This is an optimization exercise on Yosys and OpenROAD, whose aim is small area and a short achievable clock period, not a production implementation. Where RTL was checked, it was by simulation tests only, not by an equivalence proof against the original. Power is estimated from default activity; no workload was simulated.

== rev 12 ==
// fp16_multiplier
module fp16_multiplier(
  input wire clk,
  input wire [15:0] a,
  input wire [15:0] b,
  output wire [15:0] out
);
Size: about 920 cells after synthesis, roughly 160 flip-flops, ~49 I/O pins, about 8700 µm² of cells after synthesis.
clock: 5.0 ns
lec_check: 0
cap_margin: 20
core_margin: 2
core_utilization: 50
cts_buf_list: sky130_fd_sc_hd__clkbuf_8
cts_cluster_size: 20
setup_slack_margin: 3.0
slew_margin: 20
synth_hierarchical: 1
standard.sh (not shown) runs the stock make flow with config.mk's settings and CLKGATE_MAP_FILE= SYNTH_SCRIPT=/design/flow/synth_recipe.tcl, a recipe that flattens the netlist after the stock synthesis.
==> flow/flow/run.sh <==
#!/bin/bash
# The standard layout (standard.sh), with these changes:
# - synthesis leaves full and half adders to ABC (ADDER_MAP_FILE empty: no extract_fa,
#   no fa/ha cells);
# - the port buffers are buf_1 cells instead of the delay buffers buffer_ports picks;
# - clock tree synthesis inserts no dummy loads.
set -euo pipefail
ADDER_MAP_FILE= bash standard.sh synth > synth.log 2>&1
export BUFFER_PORTS_ARGS="-buffer_cell sky130_fd_sc_hd__buf_1"
export CTS_ARGS="-sink_clustering_enable -repair_clock_nets -dont_use_dummy_load -buf_list sky130_fd_sc_hd__clkbuf_8 -sink_clustering_size 20"
bash standard.sh > layout.log 2>&1
diff inputs: rev 12 => rev 13
# rev 12
export LEC_CHECK = 0
export CAP_MARGIN = 20
export CORE_MARGIN = 2
export CORE_UTILIZATION = 50
export CTS_BUF_LIST = sky130_fd_sc_hd__clkbuf_8
export CTS_CLUSTER_SIZE = 20
export SETUP_SLACK_MARGIN = 3.0
export SLEW_MARGIN = 20
export SYNTH_HIERARCHICAL = 1
create_clock -name core_clock -period 5.0 [get_ports {clk}]
# rev 13
export LEC_CHECK = 0
export CAP_MARGIN = 20
export CORE_MARGIN = 2
export CORE_UTILIZATION = 60
export CTS_BUF_LIST = sky130_fd_sc_hd__clkbuf_8
export CTS_CLUSTER_SIZE = 20
export PLACE_DENSITY = 0.75
export SETUP_SLACK_MARGIN = 3.0
export SLEW_MARGIN = 20
export SYNTH_HIERARCHICAL = 1
create_clock -name core_clock -period 5.0 [get_ports {clk}]
[summary]
- The global-route usage in rev 13 sits 2.0 points above the value recorded for rev 12.
- Rev 13 vs. rev 12: area after synthesis roughly the same, width of the chip -8.5%, clock power has remained practically unchanged.
- Worst path buffer plus inverter count (higher): rev 13
- Rev 13: count of inserted tapcells is 20% lower than what rev 12 reported.
- Looking at rev 13 and rev 12, the count of nets left with antenna violations after detail routing is a wash.
- Between rev 13 and rev 12, the growth of design area from synthesis to finish figures differ only marginally.
- Cmp rev 13 vs rev 12: share of total power in combinational logic lower in rev 13
- A cell with the largest stage delay on the worst path of sky130_fd_sc_hd__dfxtp_1 is what rev 13 shows, while sky130_fd_sc_hd__a211o_4 belongs to rev 12.

---

fp16_multiplier, a different RTL version from the one above (not shown whole).
For scale: ~910 cells after synthesis, roughly 49 I/O pins.
==> flow/config.mk <==
export PLATFORM = sky130hd
export DESIGN_NAME = fp16_multiplier
export DESIGN_NICKNAME = fp16_multiplier
export VERILOG_FILES = /design/flow/design.v
export SDC_FILE = /design/flow/constraint.sdc
export NUM_CORES = 4
export LEC_CHECK = 0
export CAP_MARGIN = 20
export CORE_MARGIN = 2
export CORE_UTILIZATION = 50
export CTS_BUF_LIST = sky130_fd_sc_hd__clkbuf_8
export CTS_CLUSTER_SIZE = 20
export SETUP_SLACK_MARGIN = 3.0
export SLEW_MARGIN = 20
export SYNTH_HIERARCHICAL = 1
==> flow/constraint.sdc <==
create_clock -name core_clock -period 5.0 [get_ports {clk}]
set_input_delay 1.0000 -clock core_clock [delete_from_list [all_inputs] [get_ports {clk}]]
set_output_delay 1.0000 -clock core_clock [all_outputs]
set_load 0.01 [all_outputs]
Scripts as last shown in full above: flow/flow/run.sh
Next try:
Settings changed: CORE_UTILIZATION 50 to 45.
Effect:
- The new run went through all stages and came out clean
- final area came out higher by 1.7%
- core utilization came out lower by 4.8 points
- global-route usage came out lower by 2.9 points
- cell count came out higher by 4.8%
- via count stays flat
- critical path depth came out higher by 2
Next try:
Settings changed: CORE_UTILIZATION 45 to 60.
Result: The changed run went through all stages and came out clean. Power increases by 0.98%. Cell area decreases by 1.5%. Via count increases by 1.8%. Count of clock-buffer cells in the layout stays the same. Routed wire length increases by 4.8%. Combinational power is about the same. Global-route usage increases by 5.9 points. Register-to-register slack got worse by 30 ps.
Next try:
Settings changed: SETUP_SLACK_MARGIN 3.0 to 3.2.
After rerunning: The changed run passed the timing, DRC and antenna checks. Non-clock buffer count rose by 40. Total power rose by 6.9%. Clock-buffer cell count is unchanged. Die area does not change. Sequential cell count does not change. Fmax rose by about 3.6%. Final area rose by about 8%.

---

Setup of run a:
Another version of the RTL of fp16_multiplier (not shown whole).
For scale: roughly 970 cells after synthesis, ~49 I/O pins, ~8300 µm² of cells after synthesis.
## fp16_multiplier
module fp16_multiplier(
  input wire clk,
  input wire [15:0] a,
  input wire [15:0] b,
  output wire [15:0] out
);
clock: 5.0 ns
lec_check: 0
cap_margin: 20
core_margin: 2
core_utilization: 40
setup_slack_margin: 3.0
slew_margin: 20
==> flow/flow/run.sh <==
#!/bin/bash
# The standard layout (standard.sh), with two changes:
# - synthesis leaves full and half adders to ABC (ADDER_MAP_FILE empty: no extract_fa,
#   no fa/ha cells);
# - the port buffers are buf_2 cells instead of the delay buffers buffer_ports picks.
set -euo pipefail
ADDER_MAP_FILE= bash standard.sh synth > synth.log 2>&1
BUFFER_PORTS_ARGS="-buffer_cell sky130_fd_sc_hd__buf_2" bash standard.sh > layout.log 2>&1
Input changes introduced in run b (baseline for comparison: run a):
Settings: changing SETUP_SLACK_MARGIN from 3.0 to 2.5.
==> flow/run.sh (new file) <==
#!/bin/bash
# synth_recipe.tcl (not shown) runs the flow's synth.tcl, then flattens the netlist and writes it again
# the make line also repeats each setting of config.mk as NAME=value (left out here)
make -C /OpenROAD-flow-scripts/flow DESIGN_CONFIG=/design/flow/config.mk WORK_HOME=/design/flow/orfs CLKGATE_MAP_FILE= SYNTH_SCRIPT=/design/flow/synth_recipe.tcl finish
removed: flow/flow/run.sh
removed: flow/standard.sh
==> comparison <==
- Compared with run a, in run b switching share of power shrank by 0.37 points, total power dropped about 9%, non-filler instance count after layout went down 246, post-cts gate resize count down about 60%.
- Against run a, run b comes in about 18% lower on area of the multi-input gates.
- | overall via count from detail_route | run b vs run a | 1697 lower |
- Against run a, run b comes in 0.58 ns lower on post-layout worst setup margin.
- Clock distribution area overhead in the final layout (higher): run b
- Re number of search-and-repair iterations in the first detailed-routing pass: run a was lower than run b.
No functional check of the RTL was part of any run of this note.

---

Setup of run 1:
Another version of the RTL of fp16_multiplier (not shown whole).
For scale: about 860 cells after synthesis, ~150 flip-flops, roughly 49 I/O pins, roughly 0.0080 mm2 of cells after synthesis.
==> flow/design.v (excerpt) <==
module fp16_multiplier(
  input wire clk,
  input wire [15:0] a,
  input wire [15:0] b,
  output wire [15:0] out
);
==> flow/config.mk <==
export PLATFORM = sky130hd
export DESIGN_NAME = fp16_multiplier
export DESIGN_NICKNAME = fp16_multiplier
export VERILOG_FILES = /design/flow/design.v
export SDC_FILE = /design/flow/constraint.sdc
export NUM_CORES = 4
export LEC_CHECK = 0
export CAP_MARGIN = 20
export CORE_MARGIN = 2
export CORE_UTILIZATION = 70
export CTS_BUF_LIST = sky130_fd_sc_hd__clkbuf_8
export CTS_CLUSTER_SIZE = 20
export SETUP_SLACK_MARGIN = 2.8
export SLEW_MARGIN = 20
==> flow/constraint.sdc <==
create_clock -name core_clock -period 5.0 [get_ports {clk}]
set_input_delay 1.0000 -clock core_clock [delete_from_list [all_inputs] [get_ports {clk}]]
set_output_delay 1.0000 -clock core_clock [all_outputs]
set_load 0.01 [all_outputs]
==> flow/flow/run.sh <==
#!/bin/bash
# The standard layout (standard.sh), with these changes:
# - synthesis leaves full and half adders to ABC (ADDER_MAP_FILE empty: no extract_fa,
#   no fa/ha cells);
# - the port buffers are buf_1 cells instead of the delay buffers buffer_ports picks;
# - clock tree synthesis inserts no dummy loads.
set -euo pipefail
ADDER_MAP_FILE= bash standard.sh synth > synth.log 2>&1
export BUFFER_PORTS_ARGS="-buffer_cell sky130_fd_sc_hd__buf_1"
export CTS_ARGS="-sink_clustering_enable -repair_clock_nets -dont_use_dummy_load -buf_list sky130_fd_sc_hd__clkbuf_8 -sink_clustering_size 20"
bash standard.sh > layout.log 2>&1
Modified inputs, run 2 compared to run 1
Settings: changing CORE_UTILIZATION from 70 to 40.
==> comparison <==
Compared with run 1, run 2 shows a higher area overhead of the layout relative to synthesis.
Fraction of power consumed by sequential logic was higher in run 2 than in run 1.
Run 2 vs run 1 on final-layout non-clock buffer area share: run 2 is the lower one.
Switching part of the total power for run 2: 2.0 points down relative to run 1
Run 1 ended up with r2_p[13] as its critical path endpoint; run 2 ended up with r1_cin.
Run 2 leaves more setup margin than run 1.
Run 1 has higher via count than run 2.
Input changes introduced in run 3 (baseline for comparison: run 2):
Settings: clearing CTS_BUF_LIST, which used to be sky130_fd_sc_hd__clkbuf_8; clearing CTS_CLUSTER_SIZE, which used to be 20.
==> flow/flow/run.sh <==
#!/bin/bash
# The standard layout (standard.sh), with two changes:
# - synthesis leaves full and half adders to ABC (ADDER_MAP_FILE empty: no extract_fa,
#   no fa/ha cells);
# - the port buffers are buf_2 cells instead of the delay buffers buffer_ports picks.
set -euo pipefail
ADDER_MAP_FILE= bash standard.sh synth > synth.log 2>&1
BUFFER_PORTS_ARGS="-buffer_cell sky130_fd_sc_hd__buf_2" bash standard.sh > layout.log 2>&1
### Flow results
Each of the runs, namely run 2 and run 3, reached the end of the flow and came out clean. Across both runs, non-clock buffer count was higher for run 3 than for run 2. For run 2, the cell with the largest stage delay on the worst path was or4_4, unlike run 3, where it was xor3_1. Worst setup slack ended up 0.058 ns higher on run 3 than on run 2. From run 2 to run 3 the numbers moved as follows: number of buffers created by CTS was more or less identical, time the final worst path needs with I/O delays and setup went down by 0.058 ns, clock latency on the worst-skew pair went down by 0.03 ns, final cycle utilization of the critical path went down by 1.2 points. Run 2 → run 3: area share of and/or/nand/nor cells after synthesis essentially unchanged, critical path depth increased by 1 relative to the old numbers, final standard cell area without fillers went up about 4.6%.
The following lists how run 4 was set up differently from run 3:
Settings: setting CTS_CLUSTER_SIZE to 20 for the first time; setting CTS_BUF_LIST to sky130_fd_sc_hd__clkbuf_8 for the first time; changing CORE_UTILIZATION from 40 to 60.
==> flow/flow/run.sh <==
#!/bin/bash
# The standard layout (standard.sh), with these changes:
# - synthesis leaves full and half adders to ABC (ADDER_MAP_FILE empty: no extract_fa,
#   no fa/ha cells);
# - the port buffers are buf_1 cells instead of the delay buffers buffer_ports picks;
# - clock tree synthesis inserts no dummy loads.
set -euo pipefail
ADDER_MAP_FILE= bash standard.sh synth > synth.log 2>&1
export BUFFER_PORTS_ARGS="-buffer_cell sky130_fd_sc_hd__buf_1"
export CTS_ARGS="-sink_clustering_enable -repair_clock_nets -dont_use_dummy_load -buf_list sky130_fd_sc_hd__clkbuf_8 -sink_clustering_size 20"
bash standard.sh > layout.log 2>&1
[summary]
- Note that the die area recorded for run 4 amounts to 0.67 times the value seen in run 3.
- For the shortest period the worst path allows, run 4 came in 0.039 ns higher than run 3 did.
- Compared to run 3, the routing of run 4 uses more wire.

---

== run A ==
fp16_multiplier with an RTL version that a note above also has.
Size in the first run: about 830 cells after synthesis, roughly 170 flip-flops, about 0.0079 mm² of cells after synthesis.
clock: 5.0 ns
lec_check: 0
cap_margin: 20
core_margin: 2
core_utilization: 60
cts_buf_list: sky130_fd_sc_hd__clkbuf_8
cts_cluster_size: 20
setup_slack_margin: 2.8
slew_margin: 20
==> flow/flow/run.sh <==
#!/bin/bash
# The standard layout (standard.sh), with these changes:
# - synthesis leaves full and half adders to ABC (ADDER_MAP_FILE empty: no extract_fa,
#   no fa/ha cells);
# - the port buffers are buf_1 cells instead of the delay buffers buffer_ports picks;
# - clock tree synthesis inserts no dummy loads.
set -euo pipefail
ADDER_MAP_FILE= bash standard.sh synth > synth.log 2>&1
export BUFFER_PORTS_ARGS="-buffer_cell sky130_fd_sc_hd__buf_1"
export CTS_ARGS="-sink_clustering_enable -repair_clock_nets -dont_use_dummy_load -buf_list sky130_fd_sc_hd__clkbuf_8 -sink_clustering_size 20"
bash standard.sh > layout.log 2>&1
Input-level comparison between run B and run A:
Settings: putting SYNTH_HIERARCHICAL at 1 where nothing was set; swapping 60 for 50 in CORE_UTILIZATION; swapping 2.8 for 2.9 in SETUP_SLACK_MARGIN.
[summary]
Going from run A to run B, post-route met1 wirelength grows by 10%.
Changes observed in run B relative to run A: maximum fanout along the worst path moved up; total leakage power moved up; vias after detailed routing moved up; time the worst path needs with I/O delays and setup moved down; global-route usage moved down.
Delta (run B minus run A): final cell count shows an increase of 70; power share of the combinational group shows an increase of 2.1 points; synthesized instance count shows an increase of about 9%; design area shows an increase of 4.3%.
Cmp run B vs run A: area of combinational cells with multiple inputs higher in run B
The following lists how run C was set up differently from run B:
Settings: CORE_UTILIZATION now 60, was 50.
Findings:
Run C finished every stage and its layout cleared the timing, DRC and antenna checks.
As of run C, global placer's final weighted congestion had fallen slightly compared to run B.
Run C ended up with a lower relative area change from synthesis to final layout than run B did.
First-pass GRT wire length ends up lower on run B.
Compared with run B, run C shows total power draw higher by about 0.5%.
Diff run B..run C | number of design rule violations left after detail routing | negligible
Compared run C vs run B, and worst IR drop on VDD is down in run C.
Compare run C and run B | worst-margin pin slew lower: run B
Run C vs. run B: sequential share of layout area moved up, clock network fraction of design power moved up, filler-free cell count of the finished design moved down, relative contribution of sequential cells to total power moved down.

---

Another version of the RTL of fp16_multiplier (not shown whole).
Size: roughly 860 cells after synthesis, roughly 160 flip-flops.
Settings: LEC_CHECK=0, CAP_MARGIN=20, CORE_MARGIN=2, CORE_UTILIZATION=60, CTS_BUF_LIST=sky130_fd_sc_hd__clkbuf_8, CTS_CLUSTER_SIZE=20, SETUP_SLACK_MARGIN=2.8, SLEW_MARGIN=20; clock period 5.0 ns.
Scripts as last shown in full above: flow/flow/run.sh
The baseline ran to the end with no violations.
Edit:
==> flow/flow/run.sh (replaced) <==
#!/bin/bash
# The standard layout (standard.sh), with two changes:
# - synthesis leaves full and half adders to ABC (ADDER_MAP_FILE empty: no extract_fa,
#   no fa/ha cells);
# - the port buffers are buf_2 cells instead of the delay buffers buffer_ports picks.
set -euo pipefail
ADDER_MAP_FILE= bash standard.sh synth > synth.log 2>&1
BUFFER_PORTS_ARGS="-buffer_cell sky130_fd_sc_hd__buf_2" bash standard.sh > layout.log 2>&1
Settings changed: CORE_UTILIZATION 60 to 40, CTS_BUF_LIST sky130_fd_sc_hd__clkbuf_8 to default, CTS_CLUSTER_SIZE 20 to default.
After rerunning:
- power goes up by a little under a tenth
- setup slack hardly moves
- routed wire length goes down by a few percent
- global-route usage decreases by 8.8 points
- non-clock buffer count increases by 6
- utilization decreases by 21 points
- via count decreases by a few percent
- first-iteration DRC count went down by well over a third
- final area is higher by a few percent
- area after synthesis is unchanged
No functional check of the RTL was part of any run of this note.

---

== lane 1 ==
Another version of the RTL of fp16_multiplier (not shown whole).
Size in the first run: roughly 900 cells after synthesis, ~160 flip-flops, about 49 I/O pins, about 8300 um2 of cells after synthesis.
==> flow/design.v (excerpt) <==
module fp16_multiplier(
  input wire clk,
  input wire [15:0] a,
  input wire [15:0] b,
  output wire [15:0] out
);
export LEC_CHECK = 0
export CAP_MARGIN = 20
export CORE_MARGIN = 2
export CORE_UTILIZATION = 50
export CTS_BUF_LIST = sky130_fd_sc_hd__clkbuf_8
export CTS_CLUSTER_SIZE = 20
export SETUP_SLACK_MARGIN = 3.0
export SLEW_MARGIN = 20
export SYNTH_HIERARCHICAL = 1
create_clock -name core_clock -period 5.0 [get_ports {clk}]
==> flow/flow/run.sh <==
#!/bin/bash
# The standard layout (standard.sh), with these changes:
# - synthesis leaves full and half adders to ABC (ADDER_MAP_FILE empty: no extract_fa,
#   no fa/ha cells);
# - the port buffers are buf_1 cells instead of the delay buffers buffer_ports picks;
# - clock tree synthesis inserts no dummy loads.
set -euo pipefail
ADDER_MAP_FILE= bash standard.sh synth > synth.log 2>&1
export BUFFER_PORTS_ARGS="-buffer_cell sky130_fd_sc_hd__buf_1"
export CTS_ARGS="-sink_clustering_enable -repair_clock_nets -dont_use_dummy_load -buf_list sky130_fd_sc_hd__clkbuf_8 -sink_clustering_size 20"
bash standard.sh > layout.log 2>&1
Lane 1 | status: complete | timing, DRC, antenna: pass
Modified inputs, lane 2 compared to lane 1
Settings: swapping 50 for 60 in CORE_UTILIZATION; swapping 3.0 for 2.9 in SETUP_SLACK_MARGIN.
Findings:
- Diff lane 1 -> lane 2 | first-pass GRT wire length | down by a few percent
- The timing endpoint of the critical path comes out r1_hp[14] in one run and r1_pl in the other, namely in lane 2 and lane 1 respectively.
- Floorplan check, lane 2 vs lane 1: die outline smaller in lane 2
- Standard cell with the maximum stage delay on the critical path = sky130_fd_sc_hd__dfxtp_2: lane 1; standard cell with the maximum stage delay on the critical path = sky130_fd_sc_hd__dfxtp_4: lane 2
- Where clock period minus final worst setup slack is concerned, lane 1 is outperformed by lane 2.
No functional check of the RTL was part of any run of this note.

==> what the ideal ports hide <==
No port has a modelled driver above. Below, the same layouts with a new extraction and two added sets of constraints.
Step 1 assumes that a clkbuf_16 drives the clock port and a buf_2 every other input.
Step 2 moves the port delays by t, midway between the first and last clock arrival at a register: inputs arrive t later, outputs are due t later. That takes back most of the time a late clock gives input paths.
Three values: ideal ports, drivers, drivers and shift; two values: the first two.
run	shift t [ns]	slack for setup (ns)	worst data-port slew with drivers (ns)
rev 12	0.455	2.965 / 2.965 / 2.609	0.04
rev 13	0.469	2.984 / 2.984 / 2.625	0.03
the first run of note 2	0.477	2.988 / 2.996 / 2.519	0.04
the second run of note 2	0.473	2.946 / 2.946 / 2.483	0.05
the third run of note 2	0.461	2.920 / 2.920 / 2.503	0.05
the fourth run of note 2	0.473	2.992 / 2.992 / 2.575	0.06
run a of note 3	0.483	2.615 / 2.615 / 2.539	0.05
run b of note 3	0.461	2.037 / 2.037 / 2.037	0.03
run 1	0.483	2.666 / 2.666 / 2.474	0.03
run 2	0.471	2.682 / 2.682 / 2.507	0.03
run 3	0.457	2.740 / 2.740 / 2.538	0.03
run 4	0.476	2.701 / 2.701 / 2.504	0.03
run A of note 5	0.469	2.778 / 2.778 / 2.457	0.06
run B of note 5	0.463	2.939 / 2.939 / 2.499	0.03
run C of note 5	0.470	2.933 / 2.933 / 2.531	0.03
the first run of note 6	0.455	2.733 / 2.733 / 2.318	0.05
the second run of note 6	0.473	2.734 / 2.740 / 2.267	0.05
lane 1	0.487	2.895 / 2.895 / 2.617	0.03
lane 2	0.471	2.937 / 2.937 / 2.549	0.03
After both steps every run listed still meets setup and hold. For the first run of note 2, which loses most, drivers alone change the setup slack by +0.008 ns; drivers and shift together by -0.469 ns.
